Context: an optimization exercise on an open-source flow, tuned for small area. The choices shown serve that exercise and are no tape-out recipe.
The RTL was checked by simulation tests, not by an equivalence proof against the original design.
No activity file was given, so power comes from the tool's default toggle rates.

==> design.v <==
module arbiter5(
  input  wire      clk,
  input  wire      rst_n,
  input  wire[4:0] grant,
  output wire[4:0] arbitration
  );
  reg np4_3, np4_2, np4_1, np4_0, np3_2, np3_1, np3_0, np2_1, np2_0, np1_0;
  assign arbitration[4] = grant[4] & (~grant[3] | ~np4_3) & (~grant[2] | ~np4_2) & (~grant[1] | ~np4_1) & (~grant[0] | ~np4_0);
  assign arbitration[3] = grant[3] & (~grant[4] |  np4_3) & (~grant[2] | ~np3_2) & (~grant[1] | ~np3_1) & (~grant[0] | ~np3_0);
  assign arbitration[2] = grant[2] & (~grant[4] |  np4_2) & (~grant[3] |  np3_2) & (~grant[1] | ~np2_1) & (~grant[0] | ~np2_0);
  assign arbitration[1] = grant[1] & (~grant[4] |  np4_1) & (~grant[3] |  np3_1) & (~grant[2] |  np2_1) & (~grant[0] | ~np1_0);
  assign arbitration[0] = grant[0] & (~grant[4] |  np4_0) & (~grant[3] |  np3_0) & (~grant[2] |  np2_0) & (~grant[1] |  np1_0);
  always @(posedge clk or negedge rst_n) begin
    if (!rst_n) begin
      np4_3 <= 1'b0; np4_2 <= 1'b0; np4_1 <= 1'b0; np4_0 <= 1'b0;
      np3_2 <= 1'b0; np3_1 <= 1'b0; np3_0 <= 1'b0;
      np2_1 <= 1'b0; np2_0 <= 1'b0;
      np1_0 <= 1'b0;
    end else begin
      np4_3 <= (np4_3 | arbitration[4]) & ~arbitration[3];
      np4_2 <= (np4_2 | arbitration[4]) & ~arbitration[2];
      np4_1 <= (np4_1 | arbitration[4]) & ~arbitration[1];
      np4_0 <= (np4_0 | arbitration[4]) & ~arbitration[0];
      np3_2 <= (np3_2 | arbitration[3]) & ~arbitration[2];
      np3_1 <= (np3_1 | arbitration[3]) & ~arbitration[1];
      np3_0 <= (np3_0 | arbitration[3]) & ~arbitration[0];
      np2_1 <= (np2_1 | arbitration[2]) & ~arbitration[1];
      np2_0 <= (np2_0 | arbitration[2]) & ~arbitration[0];
      np1_0 <= (np1_0 | arbitration[1]) & ~arbitration[0];
    end
  end
endmodule
module fifo_sub #(
  parameter DEPTH = 8,
  parameter WIDTH = 3,
  parameter DATASIZE=40
  ) (
  input  wire[DATASIZE-1:0] wdata,
  output reg  full,
  input  wire wr_en,
  input  wire rd_en,
  output wire empty_n,
  output reg[WIDTH:0] count,
  output wire[3:0] head_dst,    
  output reg[DATASIZE-1:0] rc_data,
  input  wire fifo_clk,
  input  wire rst_n
  );
  reg[1:0] r_ptr;
  reg[1:0] w_ptr;
  wire[1:0] w_ptr_add = {w_ptr[0], ~w_ptr[1]};
  wire[1:0] r_ptr_add = {r_ptr[0], ~r_ptr[1]};
  wire ptr_eq = (w_ptr == r_ptr);
  wire diff_full = ptr_eq & full;            
  wire diff_almost = (w_ptr_add == r_ptr);   
  wire wr = wr_en & ~full;
  assign empty_n = ~ptr_eq | full;
  always@(posedge fifo_clk, negedge rst_n) begin
    if(!rst_n) begin
      r_ptr <= 2'b00;
      w_ptr <= 2'b00;
      full <= 1'b0;
    end else begin
      if(empty_n && rd_en)
        r_ptr <= r_ptr_add;
      if(wr)
        w_ptr <= w_ptr_add;
      full <= (diff_full & (wr_en | ~rd_en)) | (diff_almost & wr_en & ~rd_en);
    end
  end
  always@(posedge fifo_clk, negedge rst_n) begin
    if(!rst_n)
      count <= {(WIDTH+1){1'b0}};
    else if(wr_en & ~rd_en & (count != DEPTH))
      count <= count + 1'b1;
    else if(~wr_en & rd_en & (count != 0))
      count <= count - 1'b1;
  end
  function [1:0] jcode;
    input integer n;
    jcode = (n == 0) ? 2'b00 : (n == 1) ? 2'b01 : (n == 2) ? 2'b11 : 2'b10;
  endfunction
  reg[DEPTH*DATASIZE-1:0] fifo;
  wire[DEPTH-1:0] rsel;
  genvar k;
  generate
    for (k = 0; k < DEPTH; k = k + 1) begin : entry
      wire we = wr & (w_ptr == jcode(k));
      wire[DATASIZE-1:0] nxt;
      ao_mux #(.N(2), .W(DATASIZE)) upd (.sel({we, ~we}), .in({wdata, fifo[k*DATASIZE +: DATASIZE]}), .out(nxt));
      always @(posedge fifo_clk)
        fifo[k*DATASIZE +: DATASIZE] <= nxt;
      assign rsel[k] = (r_ptr == jcode(k));
    end
  endgenerate
  wire[DATASIZE-1:0] rc_nxt;
  ao_mux #(.N(DEPTH+1), .W(DATASIZE)) rcmux (
    .sel({~rd_en, rsel & {DEPTH{rd_en}}}),
    .in({rc_data, fifo}),
    .out(rc_nxt));
  always @(posedge fifo_clk)
    rc_data <= rc_nxt;
  assign head_dst = rc_nxt[35:32];
endmodule
module fifo_11#(
  parameter DEPTH=8,
  parameter WIDTH=3,
  parameter DATASIZE=40
  )(
  output wire[DATASIZE-1:0] N_data_out,
  output wire[3:0] N_dst,
  output wire N_valid_out,
  output wire N_full_out,
  output wire[WIDTH:0] N_pressure_out,
  input  wire[DATASIZE-1:0] N_data_in,
  input  wire N_valid_in,
  input  wire fifo_ready_N,
  output wire[DATASIZE-1:0] E_data_out,
  output wire[3:0] E_dst,
  output wire E_valid_out,
  output wire E_full_out,
  output wire[WIDTH:0] E_pressure_out,
  input  wire[DATASIZE-1:0] E_data_in,
  input  wire E_valid_in,
  input  wire fifo_ready_E,
  output wire[DATASIZE-1:0] S_data_out,
  output wire[3:0] S_dst,
  output wire S_valid_out,
  output wire S_full_out,
  output wire[WIDTH:0] S_pressure_out,
  input  wire[DATASIZE-1:0] S_data_in,
  input  wire S_valid_in,
  input  wire fifo_ready_S,
  output wire[DATASIZE-1:0] W_data_out,
  output wire[3:0] W_dst,
  output wire W_valid_out,
  output wire W_full_out,
  output wire[WIDTH:0] W_pressure_out,
  input  wire[DATASIZE-1:0] W_data_in,
  input  wire W_valid_in,
  input  wire fifo_ready_W,
  output wire[DATASIZE-1:0] L_data_out,
  output wire[3:0] L_dst,
  output wire L_valid_out,
  output wire L_full_out,
  output wire[WIDTH:0] L_pressure_out,
  input  wire[DATASIZE-1:0] L_data_in,
  input  wire L_valid_in,
  input  wire fifo_ready_L,
  input  wire fifo_clk,
  input  wire rst_n
  );
  fifo_sub #(.DEPTH(DEPTH), .WIDTH(WIDTH), .DATASIZE(DATASIZE)) fifo_N_11 (
    .wdata(N_data_in), .full(N_full_out), .wr_en(N_valid_in), .rd_en(fifo_ready_N),
    .empty_n(N_valid_out), .count(N_pressure_out), .head_dst(N_dst), .rc_data(N_data_out),
    .fifo_clk(fifo_clk), .rst_n(rst_n));
  fifo_sub #(.DEPTH(DEPTH), .WIDTH(WIDTH), .DATASIZE(DATASIZE)) fifo_E_11 (
    .wdata(E_data_in), .full(E_full_out), .wr_en(E_valid_in), .rd_en(fifo_ready_E),
    .empty_n(E_valid_out), .count(E_pressure_out), .head_dst(E_dst), .rc_data(E_data_out),
    .fifo_clk(fifo_clk), .rst_n(rst_n));
  fifo_sub #(.DEPTH(DEPTH), .WIDTH(WIDTH), .DATASIZE(DATASIZE)) fifo_S_11 (
    .wdata(S_data_in), .full(S_full_out), .wr_en(S_valid_in), .rd_en(fifo_ready_S),
    .empty_n(S_valid_out), .count(S_pressure_out), .head_dst(S_dst), .rc_data(S_data_out),
    .fifo_clk(fifo_clk), .rst_n(rst_n));
  fifo_sub #(.DEPTH(DEPTH), .WIDTH(WIDTH), .DATASIZE(DATASIZE)) fifo_W_11 (
    .wdata(W_data_in), .full(W_full_out), .wr_en(W_valid_in), .rd_en(fifo_ready_W),
    .empty_n(W_valid_out), .count(W_pressure_out), .head_dst(W_dst), .rc_data(W_data_out),
    .fifo_clk(fifo_clk), .rst_n(rst_n));
  fifo_sub #(.DEPTH(DEPTH), .WIDTH(WIDTH), .DATASIZE(DATASIZE)) fifo_L_11 (
    .wdata(L_data_in), .full(L_full_out), .wr_en(L_valid_in), .rd_en(fifo_ready_L),
    .empty_n(L_valid_out), .count(L_pressure_out), .head_dst(L_dst), .rc_data(L_data_out),
    .fifo_clk(fifo_clk), .rst_n(rst_n));
endmodule
module rc_11_sub(
  output reg[4:0] req,
  input  wire[3:0] head_dst,
  input  wire[3:0] flit_dst,
  input  wire valid_in,
  input  wire rc_ready,
  input  wire w_le_n,    
  input  wire e_le_n,    
  input  wire w_le_s,    
  input  wire e_le_s,    
  input  wire rc_clk,
  input  wire rst_n
  );
  reg valid;
  always@(posedge rc_clk, negedge rst_n) begin
    if(!rst_n)
      valid <= 1'b0;
    else if(rc_ready)
      valid <= valid_in;
  end
  wire horiz_in = head_dst[1] ? (head_dst[3] ? e_le_s : e_le_n)
                              : (head_dst[3] ? w_le_s : w_le_n);
  reg horiz;
  always@(posedge rc_clk) begin
    if(rc_ready)
      horiz <= horiz_in;
  end
  always @(*) begin
    case (flit_dst)
      4'b0000: req = horiz ? 5'b10000 : 5'b01000;
      4'b0001: req = 5'b01000;
      4'b0010: req = horiz ? 5'b00100 : 5'b01000;
      4'b0100: req = 5'b10000;
      4'b0101: req = 5'b00001;
      4'b0110: req = 5'b00100;
      4'b1000: req = horiz ? 5'b10000 : 5'b00010;
      4'b1001: req = 5'b00010;
      4'b1010: req = horiz ? 5'b00100 : 5'b00010;
      default: req = 5'b00000;
    endcase
    if (!valid)
      req = 5'b00000;
  end
endmodule
module rc_11#(
  parameter DEPTH=8,
  parameter WIDTH=3,
  parameter DATASIZE=40
  )(
  output wire[4:0] req_out_1,
  input  wire[3:0] N_dst,
  input  wire[3:0] N_flit_dst,
  input  wire N_valid_in,
  input  wire[WIDTH:0] N_pressure_in,
  input  wire rc_ready_N,
  output wire[4:0] req_out_2,
  input  wire[3:0] E_dst,
  input  wire[3:0] E_flit_dst,
  input  wire E_valid_in,
  input  wire[WIDTH:0] E_pressure_in,
  input  wire rc_ready_E,
  output wire[4:0] req_out_3,
  input  wire[3:0] W_dst,
  input  wire[3:0] W_flit_dst,
  input  wire W_valid_in,
  input  wire[WIDTH:0] W_pressure_in,
  input  wire rc_ready_W,
  output wire[4:0] req_out_4,
  input  wire[3:0] S_dst,
  input  wire[3:0] S_flit_dst,
  input  wire S_valid_in,
  input  wire[WIDTH:0] S_pressure_in,
  input  wire rc_ready_S,
  output wire[4:0] req_out_5,
  input  wire[3:0] L_dst,
  input  wire[3:0] L_flit_dst,
  input  wire L_valid_in,
  input  wire rc_ready_L,
  input  wire rc_clk,
  input  wire rst_n
  );
  function le3;
    input [2:0] a;
    input [2:0] b;
    begin
      le3 = ~((a[2] & ~b[2]) |
              (~(a[2] ^ b[2]) & ((a[1] & ~b[1]) |
                                 (~(a[1] ^ b[1]) & a[0] & ~b[0]))));
    end
  endfunction
  wire w_le_n = le3(W_pressure_in, N_pressure_in);
  wire e_le_n = le3(E_pressure_in, N_pressure_in);
  wire w_le_s = le3(W_pressure_in, S_pressure_in);
  wire e_le_s = le3(E_pressure_in, S_pressure_in);
  rc_11_sub rc_11_N (.req(req_out_1), .head_dst(N_dst), .flit_dst(N_flit_dst), .valid_in(N_valid_in), .rc_ready(rc_ready_N),
    .w_le_n(w_le_n), .e_le_n(e_le_n), .w_le_s(w_le_s), .e_le_s(e_le_s), .rc_clk(rc_clk), .rst_n(rst_n));
  rc_11_sub rc_11_E (.req(req_out_2), .head_dst(E_dst), .flit_dst(E_flit_dst), .valid_in(E_valid_in), .rc_ready(rc_ready_E),
    .w_le_n(w_le_n), .e_le_n(e_le_n), .w_le_s(w_le_s), .e_le_s(e_le_s), .rc_clk(rc_clk), .rst_n(rst_n));
  rc_11_sub rc_11_W (.req(req_out_3), .head_dst(W_dst), .flit_dst(W_flit_dst), .valid_in(W_valid_in), .rc_ready(rc_ready_W),
    .w_le_n(w_le_n), .e_le_n(e_le_n), .w_le_s(w_le_s), .e_le_s(e_le_s), .rc_clk(rc_clk), .rst_n(rst_n));
  rc_11_sub rc_11_S (.req(req_out_4), .head_dst(S_dst), .flit_dst(S_flit_dst), .valid_in(S_valid_in), .rc_ready(rc_ready_S),
    .w_le_n(w_le_n), .e_le_n(e_le_n), .w_le_s(w_le_s), .e_le_s(e_le_s), .rc_clk(rc_clk), .rst_n(rst_n));
  rc_11_sub rc_11_L (.req(req_out_5), .head_dst(L_dst), .flit_dst(L_flit_dst), .valid_in(L_valid_in), .rc_ready(rc_ready_L),
    .w_le_n(w_le_n), .e_le_n(e_le_n), .w_le_s(w_le_s), .e_le_s(e_le_s), .rc_clk(rc_clk), .rst_n(rst_n));
endmodule
module ao_grp #(
  parameter N = 2,
  parameter W = 40
  )(
  input  wire[N-1:0]   sel,
  input  wire[N*W-1:0] in,
  output reg[W-1:0]    out
  );
  integer i;
  always @(*) begin
    out = {W{1'b0}};
    for (i = 0; i < N; i = i + 1)
      out = out | ({W{sel[i]}} & in[i*W +: W]);
  end
endmodule
module aoi_grp #(
  parameter N = 3,
  parameter W = 40
  )(
  input  wire[N-1:0]   sel,
  input  wire[N*W-1:0] in,
  output reg[W-1:0]    out_n
  );
  integer i;
  always @(*) begin
    out_n = {W{1'b0}};
    for (i = 0; i < N; i = i + 1)
      out_n = out_n | ({W{sel[i]}} & in[i*W +: W]);
    out_n = ~out_n;
  end
endmodule
module ao_mux #(
  parameter N = 2,
  parameter W = 40
  )(
  input  wire[N-1:0]   sel,
  input  wire[N*W-1:0] in,
  output wire[W-1:0]   out
  );
  generate
    if (N <= 2) begin : g_small
      ao_grp #(.N(N), .W(W)) g0 (.sel(sel), .in(in), .out(out));
    end else begin : g_grouped
      localparam NA = 3;
      localparam NB = N - 3;
      wire[W-1:0] a_n, b_n;
      aoi_grp #(.N(NA), .W(W)) ga (.sel(sel[NA-1:0]), .in(in[NA*W-1:0]), .out_n(a_n));
      aoi_grp #(.N(NB), .W(W)) gb (.sel(sel[N-1:NA]), .in(in[N*W-1:NA*W]), .out_n(b_n));
      assign out = ~(a_n & b_n);
    end
  endgenerate
endmodule
module switch_alloc11#(
  parameter DEPTH=8,
  parameter WIDTH=3,
  parameter DATASIZE=40
  )(
  input  wire clk,
  input  wire rst_n,
  input  wire[4:0] L_req,
  input  wire[4:0] N_req,
  input  wire[4:0] E_req,
  input  wire[4:0] S_req,
  input  wire[4:0] W_req,
  input  wire[DATASIZE-1:0] L_data_in,
  input  wire[DATASIZE-1:0] E_data_in,
  input  wire[DATASIZE-1:0] S_data_in,
  input  wire[DATASIZE-1:0] W_data_in,
  input  wire[DATASIZE-1:0] N_data_in,
  input  wire N_full,
  input  wire S_full,
  input  wire E_full,
  input  wire W_full,
  input  wire[4:0] L_arb_res,
  input  wire[4:0] E_arb_res,
  input  wire[4:0] S_arb_res,
  input  wire[4:0] W_arb_res,
  input  wire[4:0] N_arb_res,
  output wire[4:0] grant_L,
  output wire[4:0] grant_N,
  output wire[4:0] grant_S,
  output wire[4:0] grant_W,
  output wire[4:0] grant_E,
  output wire N_ready,
  output wire S_ready,
  output wire E_ready,
  output wire W_ready,
  output wire L_ready,
  output reg  L_data_valid,
  output reg  E_data_valid,
  output reg  S_data_valid,
  output reg  W_data_valid,
  output reg  N_data_valid,
  output wire[DATASIZE-1:0] L_data_out,
  output wire[DATASIZE-1:0] E_data_out,
  output wire[DATASIZE-1:0] S_data_out,
  output wire[DATASIZE-1:0] W_data_out,
  output wire[DATASIZE-1:0] N_data_out
  );
  wire L_label_valid = |L_req;
  wire N_label_valid = |N_req;
  wire S_label_valid = |S_req;
  wire W_label_valid = |W_req;
  wire E_label_valid = |E_req;
  assign grant_W = {L_req[4], W_req[4], N_req[4], E_req[4], S_req[4]};
  assign grant_N = {L_req[3], W_req[3], N_req[3], E_req[3], S_req[3]};
  assign grant_E = {L_req[2], W_req[2], N_req[2], E_req[2], S_req[2]};
  assign grant_S = {L_req[1], W_req[1], N_req[1], E_req[1], S_req[1]};
  assign grant_L = {L_req[0], W_req[0], N_req[0], E_req[0], S_req[0]};
  assign L_ready = ~L_label_valid | L_arb_res[4] | (W_arb_res[4] & ~W_full) | (E_arb_res[4] & ~E_full) | (N_arb_res[4] & ~N_full) | (S_arb_res[4] & ~S_full);
  assign W_ready = ~W_label_valid | L_arb_res[3] | (W_arb_res[3] & ~W_full) | (E_arb_res[3] & ~E_full) | (N_arb_res[3] & ~N_full) | (S_arb_res[3] & ~S_full);
  assign N_ready = ~N_label_valid | L_arb_res[2] | (W_arb_res[2] & ~W_full) | (E_arb_res[2] & ~E_full) | (N_arb_res[2] & ~N_full) | (S_arb_res[2] & ~S_full);
  assign E_ready = ~E_label_valid | L_arb_res[1] | (W_arb_res[1] & ~W_full) | (E_arb_res[1] & ~E_full) | (N_arb_res[1] & ~N_full) | (S_arb_res[1] & ~S_full);
  assign S_ready = ~S_label_valid | L_arb_res[0] | (W_arb_res[0] & ~W_full) | (E_arb_res[0] & ~E_full) | (N_arb_res[0] & ~N_full) | (S_arb_res[0] & ~S_full);
  always @(posedge clk or negedge rst_n) begin
    if (!rst_n) begin
      L_data_valid <= 1'b0;
      W_data_valid <= 1'b0;
      N_data_valid <= 1'b0;
      E_data_valid <= 1'b0;
      S_data_valid <= 1'b0;
    end else begin
      L_data_valid <= |L_arb_res;
      if (!W_full) W_data_valid <= |W_arb_res;
      if (!N_full) N_data_valid <= |N_arb_res;
      if (!E_full) E_data_valid <= |E_arb_res;
      if (!S_full) S_data_valid <= |S_arb_res;
    end
  end
  localparam DW = DATASIZE - 2;    
  localparam DL = DATASIZE - 4;    
  function [DW-1:0] drop_lo;
    input [DATASIZE-1:0] f;
    drop_lo = {f[DATASIZE-1:34], f[31:0]};
  endfunction
  function [DW-1:0] drop_hi;
    input [DATASIZE-1:0] f;
    drop_hi = {f[DATASIZE-1:36], f[33:0]};
  endfunction
  function [DL-1:0] drop_dst;
    input [DATASIZE-1:0] f;
    drop_dst = {f[DATASIZE-1:36], f[31:0]};
  endfunction
  wire[5*DW-1:0] srcs_lo = {drop_lo(L_data_in), drop_lo(W_data_in), drop_lo(N_data_in), drop_lo(E_data_in), drop_lo(S_data_in)};
  wire[5*DW-1:0] srcs_hi = {drop_hi(L_data_in), drop_hi(W_data_in), drop_hi(N_data_in), drop_hi(E_data_in), drop_hi(S_data_in)};
  wire[5*DL-1:0] srcs_l  = {drop_dst(L_data_in), drop_dst(W_data_in), drop_dst(N_data_in), drop_dst(E_data_in), drop_dst(S_data_in)};
  reg[DL-1:0] L_q;
  reg[DW-1:0] W_q, N_q, E_q, S_q;
  wire[DL-1:0] L_nxt;
  wire[DW-1:0] W_nxt, N_nxt, E_nxt, S_nxt;
  ao_mux #(.N(5), .W(DL)) mux_L (.sel(L_arb_res), .in(srcs_l), .out(L_nxt));
  ao_mux #(.N(6), .W(DW)) mux_W (.sel({W_full, W_arb_res & {5{~W_full}}}), .in({W_q, srcs_lo}), .out(W_nxt));
  ao_mux #(.N(6), .W(DW)) mux_N (.sel({N_full, N_arb_res & {5{~N_full}}}), .in({N_q, srcs_hi}), .out(N_nxt));
  ao_mux #(.N(6), .W(DW)) mux_E (.sel({E_full, E_arb_res & {5{~E_full}}}), .in({E_q, srcs_lo}), .out(E_nxt));
  ao_mux #(.N(6), .W(DW)) mux_S (.sel({S_full, S_arb_res & {5{~S_full}}}), .in({S_q, srcs_hi}), .out(S_nxt));
  always @(posedge clk) begin
    L_q <= L_nxt;
    W_q <= W_nxt;
    N_q <= N_nxt;
    E_q <= E_nxt;
    S_q <= S_nxt;
  end
  assign L_data_out = {L_q[DL-1:32], 4'b0101, L_q[31:0]};
  assign W_data_out = {W_q[DW-1:32], 2'b00, W_q[31:0]};
  assign E_data_out = {E_q[DW-1:32], 2'b10, E_q[31:0]};
  assign N_data_out = {N_q[DW-1:34], 2'b00, N_q[33:0]};
  assign S_data_out = {S_q[DW-1:34], 2'b10, S_q[33:0]};
endmodule
module	SA11#(
  parameter DEPTH=8,
  parameter WIDTH=3,
  parameter DATASIZE=40   
  )(
  	input	wire	clk,
  	input	wire	rst_n,
  	input	wire[4:0]	L_req,
		input	wire[4:0]	N_req,
		input	wire[4:0]	E_req,
		input	wire[4:0]	S_req,
		input	wire[4:0]	W_req,
	input	wire[DATASIZE-1:0]	L_data_in,
	input	wire[DATASIZE-1:0]	E_data_in,
	input	wire[DATASIZE-1:0]	S_data_in,
	input	wire[DATASIZE-1:0]	W_data_in,
	input	wire[DATASIZE-1:0]	N_data_in,
	input	wire	N_full,
	input	wire	S_full,
	input	wire	E_full,
	input	wire	W_full,
	output	wire	N_ready,
	output	wire	S_ready,
	output	wire	E_ready,
	output	wire	W_ready,
	output	wire	L_ready,
	output	wire	L_data_valid,
	output	wire	E_data_valid,
	output	wire	S_data_valid,
	output	wire	W_data_valid,
	output	wire	N_data_valid,
	output	wire[DATASIZE-1:0]	L_data_out,
	output	wire[DATASIZE-1:0]	E_data_out,
	output	wire[DATASIZE-1:0]	S_data_out,
	output	wire[DATASIZE-1:0]	W_data_out,
	output	wire[DATASIZE-1:0]	N_data_out
  );
  wire[4:0]		L_arb_res;
	wire[4:0]		E_arb_res;
	wire[4:0]		S_arb_res;
	wire[4:0]		W_arb_res;
	wire[4:0]		N_arb_res;
	wire[4:0]		grant_L;
	wire[4:0]		grant_N;
	wire[4:0]		grant_S;
	wire[4:0]		grant_W;
	wire[4:0]		grant_E;
  	arbiter5 arbiterL(
		.clk(clk),
		.rst_n(rst_n),
		.grant(grant_L),
		.arbitration(L_arb_res)
		);
  	arbiter5 arbiterW(
		.clk(clk),
		.rst_n(rst_n),
		.grant(grant_W),
		.arbitration(W_arb_res)
		);
  	arbiter5 arbiterN(
		.clk(clk),
		.rst_n(rst_n),
		.grant(grant_N),
		.arbitration(N_arb_res)
		);
  	arbiter5 arbiterE(
		.clk(clk),
		.rst_n(rst_n),
		.grant(grant_E),
		.arbitration(E_arb_res)
		);
  	arbiter5 arbiterS(
		.clk(clk),
		.rst_n(rst_n),
		.grant(grant_S),
		.arbitration(S_arb_res)
		);
  	switch_alloc11	#(
    	.DEPTH(DEPTH),
    	.WIDTH(WIDTH),
    	.DATASIZE(DATASIZE)
    	) switch_alloc(
    	.clk(clk),
  		.rst_n(rst_n),
		.L_req(L_req),
		.N_req(N_req),
		.E_req(E_req),
		.S_req(S_req),
		.W_req(W_req),
		.L_data_in(L_data_in),
		.W_data_in(W_data_in),
		.N_data_in(N_data_in),
		.E_data_in(E_data_in),
		.S_data_in(S_data_in),
		.N_full(N_full),
		.S_full(S_full),
		.E_full(E_full),
		.W_full(W_full),
		.L_arb_res(L_arb_res),
		.E_arb_res(E_arb_res),
		.S_arb_res(S_arb_res),
		.W_arb_res(W_arb_res),
		.N_arb_res(N_arb_res),
		.grant_L(grant_L),
		.grant_N(grant_N),
		.grant_S(grant_S),
		.grant_W(grant_W),
		.grant_E(grant_E),
		.N_ready(N_ready),
		.L_ready(L_ready),
		.E_ready(E_ready),
		.S_ready(S_ready),
		.W_ready(W_ready),
		.L_data_valid(L_data_valid),
		.W_data_valid(W_data_valid),
		.N_data_valid(N_data_valid),
		.E_data_valid(E_data_valid),
		.S_data_valid(S_data_valid),
		.L_data_out(L_data_out),
		.W_data_out(W_data_out),
		.N_data_out(N_data_out),
		.E_data_out(E_data_out),
		.S_data_out(S_data_out)
    );
endmodule
module router11#(
  parameter DEPTH=4,
  parameter WIDTH=2,
  parameter DATASIZE=40   
  )(
	input 	wire	clk,
	input 	wire	rst_n,
  output  wire  full,
	input	wire	[DATASIZE-1:0]	L_data_in,
	input	wire	[DATASIZE-1:0]	W_data_in,
	input	wire	[DATASIZE-1:0]	N_data_in,
	input	wire	[DATASIZE-1:0]	E_data_in,
	input	wire	[DATASIZE-1:0]	S_data_in,
	output	wire	[DATASIZE-1:0]	L_data_out,
	output	wire	[DATASIZE-1:0]	W_data_out,
	output	wire	[DATASIZE-1:0]	N_data_out,
	output	wire	[DATASIZE-1:0]	E_data_out,
	output	wire	[DATASIZE-1:0]	S_data_out,
	input	wire	L_valid_in,
	input	wire	W_valid_in,
	input	wire	N_valid_in,
	input	wire	E_valid_in,
	input	wire	S_valid_in,
	output	wire	L_valid_out,
	output	wire	W_valid_out,
	output	wire	N_valid_out,
	output	wire	E_valid_out,
	output	wire	S_valid_out,
	input	wire[WIDTH:0]	W_prussure_in,
	input	wire[WIDTH:0]	N_prussure_in,
	input	wire[WIDTH:0]	E_prussure_in,
	input	wire[WIDTH:0]	S_prussure_in,
	output	wire[WIDTH:0]	W_prussure_out,
	output	wire[WIDTH:0]	N_prussure_out,
	output	wire[WIDTH:0]	E_prussure_out,
	output	wire[WIDTH:0]	S_prussure_out,
  output  wire[WIDTH:0] L_prussure_out,
	input	wire	W_full_in,
	input	wire	N_full_in,
	input	wire	E_full_in,
	input	wire	S_full_in,
	output	wire	W_full_out,
	output	wire	N_full_out,
	output	wire	E_full_out,
	output	wire	S_full_out
);
  wire [DATASIZE-1:0] L_rc_data, W_rc_data, N_rc_data, E_rc_data, S_rc_data;
  wire [3:0] L_dst, W_dst, N_dst, E_dst, S_dst;
  wire L_valid_out_fifo, W_valid_out_fifo, N_valid_out_fifo, E_valid_out_fifo, S_valid_out_fifo;
  wire L_ready, W_ready, N_ready, E_ready, S_ready;
  wire [4:0] L_req, W_req, N_req, E_req, S_req;
  fifo_11 #(.DEPTH(DEPTH), .WIDTH(WIDTH), .DATASIZE(DATASIZE)) fifo (
    .N_data_out(N_rc_data), .N_dst(N_dst), .N_valid_out(N_valid_out_fifo), .N_full_out(N_full_out),
    .N_pressure_out(N_prussure_out), .N_data_in(N_data_in), .N_valid_in(N_valid_in), .fifo_ready_N(N_ready),
    .E_data_out(E_rc_data), .E_dst(E_dst), .E_valid_out(E_valid_out_fifo), .E_full_out(E_full_out),
    .E_pressure_out(E_prussure_out), .E_data_in(E_data_in), .E_valid_in(E_valid_in), .fifo_ready_E(E_ready),
    .S_data_out(S_rc_data), .S_dst(S_dst), .S_valid_out(S_valid_out_fifo), .S_full_out(S_full_out),
    .S_pressure_out(S_prussure_out), .S_data_in(S_data_in), .S_valid_in(S_valid_in), .fifo_ready_S(S_ready),
    .W_data_out(W_rc_data), .W_dst(W_dst), .W_valid_out(W_valid_out_fifo), .W_full_out(W_full_out),
    .W_pressure_out(W_prussure_out), .W_data_in(W_data_in), .W_valid_in(W_valid_in), .fifo_ready_W(W_ready),
    .L_data_out(L_rc_data), .L_dst(L_dst), .L_valid_out(L_valid_out_fifo), .L_full_out(full),
    .L_pressure_out(L_prussure_out), .L_data_in(L_data_in), .L_valid_in(L_valid_in), .fifo_ready_L(L_ready),
    .fifo_clk(clk), .rst_n(rst_n));
  rc_11 #(.DEPTH(DEPTH), .WIDTH(WIDTH), .DATASIZE(DATASIZE)) RC (
    .req_out_1(N_req), .N_dst(N_dst), .N_flit_dst(N_rc_data[35:32]), .N_valid_in(N_valid_out_fifo), .N_pressure_in(N_prussure_in), .rc_ready_N(N_ready),
    .req_out_2(E_req), .E_dst(E_dst), .E_flit_dst(E_rc_data[35:32]), .E_valid_in(E_valid_out_fifo), .E_pressure_in(E_prussure_in), .rc_ready_E(E_ready),
    .req_out_3(W_req), .W_dst(W_dst), .W_flit_dst(W_rc_data[35:32]), .W_valid_in(W_valid_out_fifo), .W_pressure_in(W_prussure_in), .rc_ready_W(W_ready),
    .req_out_4(S_req), .S_dst(S_dst), .S_flit_dst(S_rc_data[35:32]), .S_valid_in(S_valid_out_fifo), .S_pressure_in(S_prussure_in), .rc_ready_S(S_ready),
    .req_out_5(L_req), .L_dst(L_dst), .L_flit_dst(L_rc_data[35:32]), .L_valid_in(L_valid_out_fifo), .rc_ready_L(L_ready),
    .rc_clk(clk), .rst_n(rst_n));
  SA11 #(.DEPTH(DEPTH), .WIDTH(WIDTH), .DATASIZE(DATASIZE)) SA (
    .clk(clk), .rst_n(rst_n),
    .L_req(L_req), .W_req(W_req), .N_req(N_req), .E_req(E_req), .S_req(S_req),
    .L_data_in(L_rc_data), .W_data_in(W_rc_data), .N_data_in(N_rc_data), .E_data_in(E_rc_data), .S_data_in(S_rc_data),
    .N_full(N_full_in), .S_full(S_full_in), .E_full(E_full_in), .W_full(W_full_in),
    .N_ready(N_ready), .W_ready(W_ready), .E_ready(E_ready), .S_ready(S_ready), .L_ready(L_ready),
    .L_data_valid(L_valid_out), .W_data_valid(W_valid_out), .N_data_valid(N_valid_out), .E_data_valid(E_valid_out), .S_data_valid(S_valid_out),
    .L_data_out(L_data_out), .E_data_out(E_data_out), .S_data_out(S_data_out), .W_data_out(W_data_out), .N_data_out(N_data_out));
endmodule
==> flow/run.sh <==
#!/bin/bash
# Layout flow: the standard ORFS flow (standard.sh, unchanged synthesis), with
#  - small (buf_1) port buffers instead of the default buffer cell,
#  - clock tree built from clkbuf_8 sink clusters of up to 15 registers
#    (80 um diameter), without dummy loads.
# The make run's full output goes to standard_flow.log in the work folder
# (each step also keeps its own log under orfs/logs).
set -euo pipefail
export BUFFER_PORTS_ARGS="-buffer_cell sky130_fd_sc_hd__buf_1"
export CTS_ARGS="-sink_clustering_enable -repair_clock_nets -dont_use_dummy_load -sink_clustering_size 15 -sink_clustering_max_diameter 80 -buf_list sky130_fd_sc_hd__clkbuf_8"
bash standard.sh finish > standard_flow.log 2>&1
==> standard.sh <==
#!/bin/bash
# synth_recipe.tcl (not shown) runs the flow's synth.tcl, then flattens the netlist and writes it again
# the make line also repeats each setting of config.mk as NAME=value (left out here)
make -C /OpenROAD-flow-scripts/flow DESIGN_CONFIG=/design/flow/config.mk WORK_HOME=/design/flow/orfs CLKGATE_MAP_FILE= SYNTH_SCRIPT=/design/flow/synth_recipe.tcl "${@:-finish}"
==> config.mk <==
export PLATFORM = sky130hd
export DESIGN_NAME = router11
export DESIGN_NICKNAME = router11
export VERILOG_FILES = /design/flow/design.v
export SDC_FILE = /design/flow/constraint.sdc
export NUM_CORES = 4
export LEC_CHECK = 0
export CAP_MARGIN = 20
export CELL_PAD_IN_SITES_DETAIL_PLACEMENT = 1
export CELL_PAD_IN_SITES_GLOBAL_PLACEMENT = 2
export CORE_AREA = 2.3 2.72 393.3 391.68
export DIE_AREA = 0 0 395.675 395.675
export PLACE_DENSITY = 0.45
export SLEW_MARGIN = 20
export SYNTH_HIERARCHICAL = 1
==> constraint.sdc <==
create_clock -name core_clock -period 5.0 [get_ports {clk}]
set_input_delay 1.0000 -clock core_clock [delete_from_list [all_inputs] [get_ports {clk}]]
set_output_delay 1.0000 -clock core_clock [all_outputs]
set_load 0.01 [all_outputs]
==> results of run 1 <==
[per-module statistics from Yosys, one instance, submodules excluded, excerpt]
module / times used / cells inside / cell area, sq um
arbiter5: 5 / 57 / 566
rc_11_sub: 5 / 14 / 184
[registers in the layout (all words and copies together) (netlist names), 38 cells and up]
register                flops
SA.switch_alloc.E_q        38
SA.switch_alloc.N_q        38
SA.switch_alloc.S_q        38
SA.switch_alloc.W_q        38
fifo.fifo_E_11.fifo       160
fifo.fifo_E_11.rc_data     40
fifo.fifo_L_11.fifo       160
fifo.fifo_L_11.rc_data     40
fifo.fifo_N_11.fifo       160
fifo.fifo_N_11.rc_data     40
fifo.fifo_S_11.fifo       160
fifo.fifo_S_11.rc_data     40
fifo.fifo_W_11.fifo       160
fifo.fifo_W_11.rc_data     40
[worst min path at each step]
| stage | start | slack, ps | end | cells past startpoint |
|---|---|---|---|---|
| 6_report | rst_n | 180 | fifo.fifo_W_11.full$_DFF_PN0_ | 2 |
| 5_1_grt | rst_n | 200 | fifo.fifo_W_11.count[0]$_DFFE_PN0P_ | 2 |
| 4_1_cts | rst_n | 170 | fifo.fifo_W_11.count[2]$_DFFE_PN0P_ | 2 |
| 3_5_place_dp | SA.switch_alloc.N_q[4]$_DFF_P_ | 450 | SA.switch_alloc.N_q[4]$_DFF_P_ | 2 |
| 3_3_place_gp | SA.switch_alloc.W_q[19]$_DFF_P_ | 450 | SA.switch_alloc.W_q[19]$_DFF_P_ | 2 |
| 2_1_floorplan | fifo.fifo_E_11.fifo[80]$_DFF_P_ | 450 | fifo.fifo_E_11.rc_data[0]$_DFF_P_ | 2 |
[per-layer routing]
layer  up-vias  track usage (%)
li1      18289                -
met1     21966             41.0
met2      1554             45.8
met3       271             5.10
met4        18             8.11
met5         -                0
[power groups by stage]
| stage | logic (W) | registers [W] | clock network (W) |
|---|---|---|---|
| after floorplan | 0.0142 | 0.0184 | 0 |
| after global placement | 0.0196 | 0.0209 | 0 |
| after detailed placement | 0.0198 | 0.0209 | 0 |
| after CTS | 0.0199 | 0.0207 | 0.00568 |
| after global routing | 0.0215 | 0.0214 | 0.00604 |
| final | 0.0198 | 0.0208 | 0.00546 |
[critical path: stages, from the launching register on]
cell	delay, ps
dfxtp_1	630
nor2_1	130
a2111oi_1	400
buf_4	250
and4_4	260
and2_1	160
nor2b_4	160
nor4_1	80
o211ai_1	270
inv_2	120
nor3b_2	740
buf_4	550
a222oi_1	180
nand2_1	150
mux4_2	300
[kinds of logic after synthesis]
group	after synthesis	synth area share (%)
AO/OA/AOI/OAI	1814	31.9
flip-flops	1293	52.2
AND/OR/NAND/NOR	757	7.33
buffers and inverters	511	7.18
XOR/XNOR	20	0.346
multiplexers	20	0.581
adder cells (fa/ha/maj)	13	0.395
other	2	0.0148
[stage by stage]
stage          std cells  utilization (%)  power [W]  cell area, sq um
3_5_place_dp        6602             34.8     0.0407             52900
4_1_cts             6705             35.7     0.0463             54400
6_report            6713             35.8     0.0461             54400
5_1_grt             6706             35.7     0.0489             54400
2_1_floorplan       4440                -     0.0326             50700
3_3_place_gp        6602             34.8     0.0405             52900
[cell type report]
| type | count | area, sq um | area share (%) |
|---|---|---|---|
| flip-flops and latches | 1293 | 26400 | 48.6 |
| multi-input cells | 2636 | 20900 | 38.4 |
| repair buffers | 585 | 2860 | 5.25 |
| well taps | 2030 | 2540 | 4.67 |
| clock buffers | 103 | 1420 | 2.61 |
| inverters | 58 | 218 | 0.400 |
| diodes | 8 | 20.0 | 0.0368 |
[cell usage in the layout, fill, tap and decap left out, drive strengths merged, types with 12 or more instances in the layout]
cell type | netlist | final
dfrtp | 100 | 100
nor2 | 45 | 45
o21ai | 25 | 25
and2 | 25 | 25
nor2b | 30 | 30
nand2b | 60 | 60
nor3b | 15 | 15
a211oi | 19 | 19
a31oi | 25 | 25
a22oi | 246 | 246
and3 | 20 | 20
a222oi | 540 | 540
conb | 2 | 12
a21oi | 59 | 59
clkbuf | 34 | 107
nand2 | 458 | 458
dfxtp | 1188 | 1188
a22o | 800 | 800
nand3 | 21 | 21
inv | 58 | 58
buf | 419 | 581
nor3 | 15 | 15
==> flow_summary.toml, run 1 <==
[floorplanning]
core_sq_um = 152000
ios = 448
die_h_microns = 396
die-area_sq_um = 157000
num_rows = 143
fp.dieW_microns = 396
start_util_pct = 33.3

[cells_and_area]
nFillCells = 16795
nets = 4913
area_growth_pct = 7.38
layout-drive-gt1-share_pct = 9.65

[sta]
tns_ps = 0
hold_violations = 0
worst_slew_pin_slew_ps = 1100
rsz0062_at_grt = "no"
holdWs_ps = 176
max_freq_ghz = 0.216
setup_viol = 0
fin_crit_ps = 4630
finalCritPeriodShare_pct = 92.7
layout_setup_ws_ps = 367
max_slew_margin_pct = 26.3
finalMaxSlewViolations = 0
fin_worst_skew_ps = 93.9

[setup_path]
crit-reg2reg-launch = "fifo.fifo_N_11.rc_data[34]$_DFF_P_"
crit_start = "fifo.fifo_N_11.rc_data[34]$_DFF_P_"
critical_path.endpoint = "RC.rc_11_N.horiz$_DFFE_PP_"
startpoint_type = "register"
end_kind = "register"
cp.arrival_ps = 5180
worst_ep_required_time_ps = 5550
rr_worst_depth = 14
crit_type = "register to register"
reg2reg_to = "RC.rc_11_N.horiz$_DFFE_PP_"
cp_max_fo = 30
r2r_slack_ps = 370

[grt]
gr-total-overflow = 0
grt_pass1_vias = 41545
grt_max_degree = 101
grt_antenna_before_repair = 24
grtUsageTotal_pct = 29.2
grt_pass1_wl_microns = 334000

[clocking]
cts_setup_buffers = 0
htree_levels = 3
postCtsResizedCells = 0
cts_max_path_buffers = 3
cts_sinks = 1293
tritoncts = "yes"
cts_buffers = 103
clk_latency_ps = 860
clkTransAtPathRegs_ps = 100
cts.hold.buffers_added = 0
cts_root_buf = "clkbuf_8"

[status]
status = "no timing/DRC/antenna violations"

[logic_synthesis]
ys_seq_area_share_pct = 52.2
synth.most_common_cell = "dfxtp_1"
synth_edf_count = 5
synth_cells = 4430
synth_cell_type_count = 67
syn_area_sq_um = 50600
synth-main-ff-cell = "dfxtp_1"
synthArstFlopShare_pct = 7.73
synth_area_leader_cell = "dfxtp_1"
synth.avg_cell_area_sq_um = 11.4
synth_seq_cells = 1293
yosys-top-cells-count = "dfxtp_1 (1188), a22o_1 (800), a222oi_1 (540)"
synth_area_leaders = "dfxtp_1 (47%), a22o_1 (14%), a222oi_1 (11%)"
synth_top_area_share_pct = 47.0
synth_warnings = 17

[pwr]
pwr-share-comb_pct = 43.0
peakVddDrop_uv = 458
switching_share_pct = 44.9
clkPwrFrac_pct = 11.8
internal-power_w = 0.0254
p_sw_w = 0.0207
power.leakage_nw = 21.4
power_density_nw_per_um2 = 847
seqPwrFrac_pct = 45.2

[route]
ant_nets = 0
wl_met2_microns = 107000
maxUsedRoutingLayer = "met5"
avgViaCountPerCell = 6.27
vias = 42098
wl_met3_microns = 16900
drcViolationCount = 0
wl_microns = 237000
drt_iter0_drc = 5483
m1WireLength_microns = 107000
firstDrtPassIters = 14
wire_per_inst_microns = 35.3

[place]
dp.final_hpwl_microns = 160000
place_ws_ps = 380
numPortBuffers = 435
place_congestion = 0.867

[run]
maxCapViolCount = 0

[min_path]
hold_class = "primary input to async pin"
==> run 2, diff against run 1 <==
==> flow/run.sh (replaced) <==
#!/bin/bash
# Layout flow: the standard ORFS flow (standard.sh, unchanged synthesis), with
#  - small (buf_1) port buffers instead of the default buffer cell,
#  - clock tree built from clkbuf_8 sink clusters of up to 14 registers
#    (50 um diameter), without dummy loads.
# The make run's full output goes to standard_flow.log in the work folder
# (each step also keeps its own log under orfs/logs).
set -euo pipefail
export BUFFER_PORTS_ARGS="-buffer_cell sky130_fd_sc_hd__buf_1"
export CTS_ARGS="-sink_clustering_enable -repair_clock_nets -dont_use_dummy_load -sink_clustering_size 14 -sink_clustering_max_diameter 50 -buf_list sky130_fd_sc_hd__clkbuf_8"
bash standard.sh finish > standard_flow.log 2>&1
==> flow_summary.toml, run 2 <==
[pwr]
power_density_nw_per_um2 = 859
power_w = 0.0475
power.leakage_nw = 21.8
peakVddDrop_uv = 430

[grt]
grt_antenna_before_repair = 22
grt_pass1_wl_microns = 335000
grt_pass1_vias = 41929
gr-total-overflow = 0
grtUsageTotal_pct = 29.3
grt_max_degree = 101

[setup_path]
worst_ep_required_time_ps = 5600
cpMaxStageDelayCell = "nor3b_2"
crit_path_max_incr_delay_ps = 750
crit_type = "register to register"
path_cells = "nor2_1 > a2111oi_1 > buf_4 > and4_4 > and2_1 > nor2b_4 > nor4_1 > o211ai_1 > inv_2 > nor3b_2 > buf_4 > a222oi_1 > nand2_1 > mux4_2"
startpoint_type = "register"
cp.arrival_ps = 5250
end_kind = "register"
cp_common_cell = "buf_4"
cp_max_fo = 30

[logic_synthesis]
synth_warnings = 17
synth_cell_type_count = 67
synth_area_leader_cell = "dfxtp_1"
synth.most_common_cell = "dfxtp_1"
synthArstFlopShare_pct = 7.73
synth_top_area_share_pct = 47.0
syn_area_sq_um = 50600
synth_edf_count = 5
yosys-top-cells-count = "dfxtp_1 (1188), a22o_1 (800), a222oi_1 (540)"
synth.avg_cell_area_sq_um = 11.4
ys_seq_area_share_pct = 52.2
synth_cells = 4430
synth_seq_cells = 1293
synth-main-ff-cell = "dfxtp_1"
synth_area_leaders = "dfxtp_1 (47%), a22o_1 (14%), a222oi_1 (11%)"

[clocking]
cts_sinks = 1293
cts_root_buf = "clkbuf_8"
clkTransAtPathRegs_ps = 70
htree_levels = 4
cts_max_path_buffers = 3
cts_setup_buffers = 0
clk_latency_ps = 910
cts_buffers = 168
tritoncts = "yes"
cts.hold.buffers_added = 0
postCtsResizedCells = 0

[cells_and_area]
layout-drive-gt1-share_pct = 10.9
final_common_cell = "dfxtp_1"
area_growth_pct = 9.18
nets = 4978
nFillCells = 16787
layout_common_cells = "dfxtp_1 (1188), a22o_1 (800), a222oi_1 (540)"
post-route-util_pct = 36.4

[sta]
fin_crit_ps = 4660
max_slew_margin_pct = 27.3
finalMaxSlewViolations = 0
max_freq_ghz = 0.215
worst_slew_pin_slew_ps = 1090
finalCritPeriodShare_pct = 93.2
fin_worst_skew_ps = 107
tns_ps = 0
hold_violations = 0
rsz0062_at_grt = "no"
setup_viol = 0

[floorplanning]
num_rows = 143
start_util_pct = 33.3
ios = 448
fp.dieW_microns = 396
die_h_microns = 396
die-area_sq_um = 157000
core_sq_um = 152000

[place]
dp.final_hpwl_microns = 160000
place_congestion = 0.867
numPortBuffers = 435

[route]
drt_iter0_drc = 5505
vias = 42452
firstDrtPassIters = 14
ant_nets = 0
wl_microns = 237000
avgViaCountPerCell = 6.26
drcViolationCount = 0
wire_per_inst_microns = 35.0

[min_path]
hold_class = "primary input to async pin"

[run]
maxCapViolCount = 0

[status]
status = "no timing/DRC/antenna violations"
## run 2: area by class of cell
class	instances	area, sq um	area share (%)
multi-input cells	2636	20900	37.8
clock buffers	168	2310	4.18
inverters	58	218	0.394
repair buffers	585	2860	5.16
well taps	2030	2540	4.59
flip-flops and latches	1293	26400	47.8
diodes	13	32.5	0.0588
## run 2: modules after synthesis, one instance, submodules excluded, excerpt
| module | copies in the design | cell area [sq um] |
|---|---|---|
| arbiter5 | 5 | 566 |
| rc_11_sub | 5 | 184 |
## run 2: worst paths after layout
check / start / end / slack, ps / cells past startpoint
setup / recovery: fifo.fifo_N_11.rc_data[34]$_DFF_P_ / RC.rc_11_N.horiz$_DFFE_PP_ / 340 / 14
hold / removal: rst_n / fifo.fifo_W_11.count[0]$_DFFE_PN0P_ / 140 / 2
setup reg to reg: fifo.fifo_N_11.rc_data[34]$_DFF_P_ / RC.rc_11_N.horiz$_DFFE_PP_ / 340 / 14
hold reg to reg: fifo.fifo_W_11.fifo[109]$_DFF_P_ / fifo.fifo_W_11.rc_data[29]$_DFF_P_ / 460 / 2
max in group asynchronous: rst_n / fifo.fifo_E_11.w_ptr[1]$_DFFE_PN0P_ / 4070 / 2
min in group core_clock: N_data_in[17] / fifo.fifo_N_11.fifo[137]$_DFF_P_ / 430 / 2
## run 2: kinds of logic after synthesis
family                   after synthesis  synth area share [%]
AO/OA/AOI/OAI                       1814                  31.9
multiplexers                          20                 0.581
adder cells (fa/ha/maj)               13                 0.395
other                                  2                0.0148
AND/OR/NAND/NOR                      757                  7.33
buffers and inverters                511                  7.18
XOR/XNOR                              20                 0.346
flip-flops                          1293                  52.2
## run 2: layer usage
| metal | GRT usage [%] | wire [microns] | up-vias |
|---|---|---|---|
| li1 | - | - | 18432 |
| met1 | 41.1 | 107000 | 22044 |
| met2 | 46.1 | 107000 | 1691 |
| met3 | 5.54 | 17000 | 279 |
| met4 | 7.62 | 5930 | 6 |
| met5 | 0 | 43 | - |
## run 2: critical path, delay by kind of cell, from the launching register on
kind	cells	cell delay, ps
compound gates	3	790
buf+inv	3	930
flops	1	630
mux	1	290
simple gates	7	1730
## run 2: power by group
part	switching, W	leakage, nW	internal [W]
registers	0.00545	11.2	0.0154
logic	0.0116	9.47	0.00817
clock network	0.00386	1.21	0.00296
## run 2: stage by stage
stage / area (sq um) / hold WS (ps) / worst slack (ps) / instances
after global routing: 55300 / 165 / 75.3 / 6773
final: 55300 / 140 / 341 / 6783
after floorplan: 50700 / 447 / 1100 / 4440
after CTS: 55300 / 153 / 385 / 6770
after global placement: 52900 / 449 / 372 / 6602
after detailed placement: 52900 / 454 / 380 / 6602

==> re-timing with driven ports <==
Ports are ideal in the flow. The routed layouts listed here were re-timed in OpenROAD.
Step 1 (the two cells are an assumption about what drives the block):
set clk [get_ports {clk}]
set_driving_cell -lib_cell sky130_fd_sc_hd__clkbuf_16 $clk
set_driving_cell -lib_cell sky130_fd_sc_hd__buf_2 [delete_from_list [all_inputs] $clk]
Step 2 adds t to the input delays and takes it off the output delays; t is the mean of the earliest and latest rising clock arrival at the registers after step 1. Input paths then give back, and output paths get back, about the clock's delay inside the block.
Slacks: ideal ports / drivers / drivers and shift; pairs: ideal ports / drivers.
run | t (ns) | setup WS [ns] | worst hold slack (ns) | worst setup path after step 2 | latest minus earliest clock arrival (ns)
run 1 | 0.891 | 0.367 / 0.367 / 0.367 | 0.176 / 0.119 / 0.477 | register to register | 0.093 / 0.094
run 2 | 0.944 | 0.341 / 0.341 / 0.341 | 0.140 / 0.083 / 0.460 | register to register | 0.107 / 0.107
After both steps setup and hold are still met in every run listed.
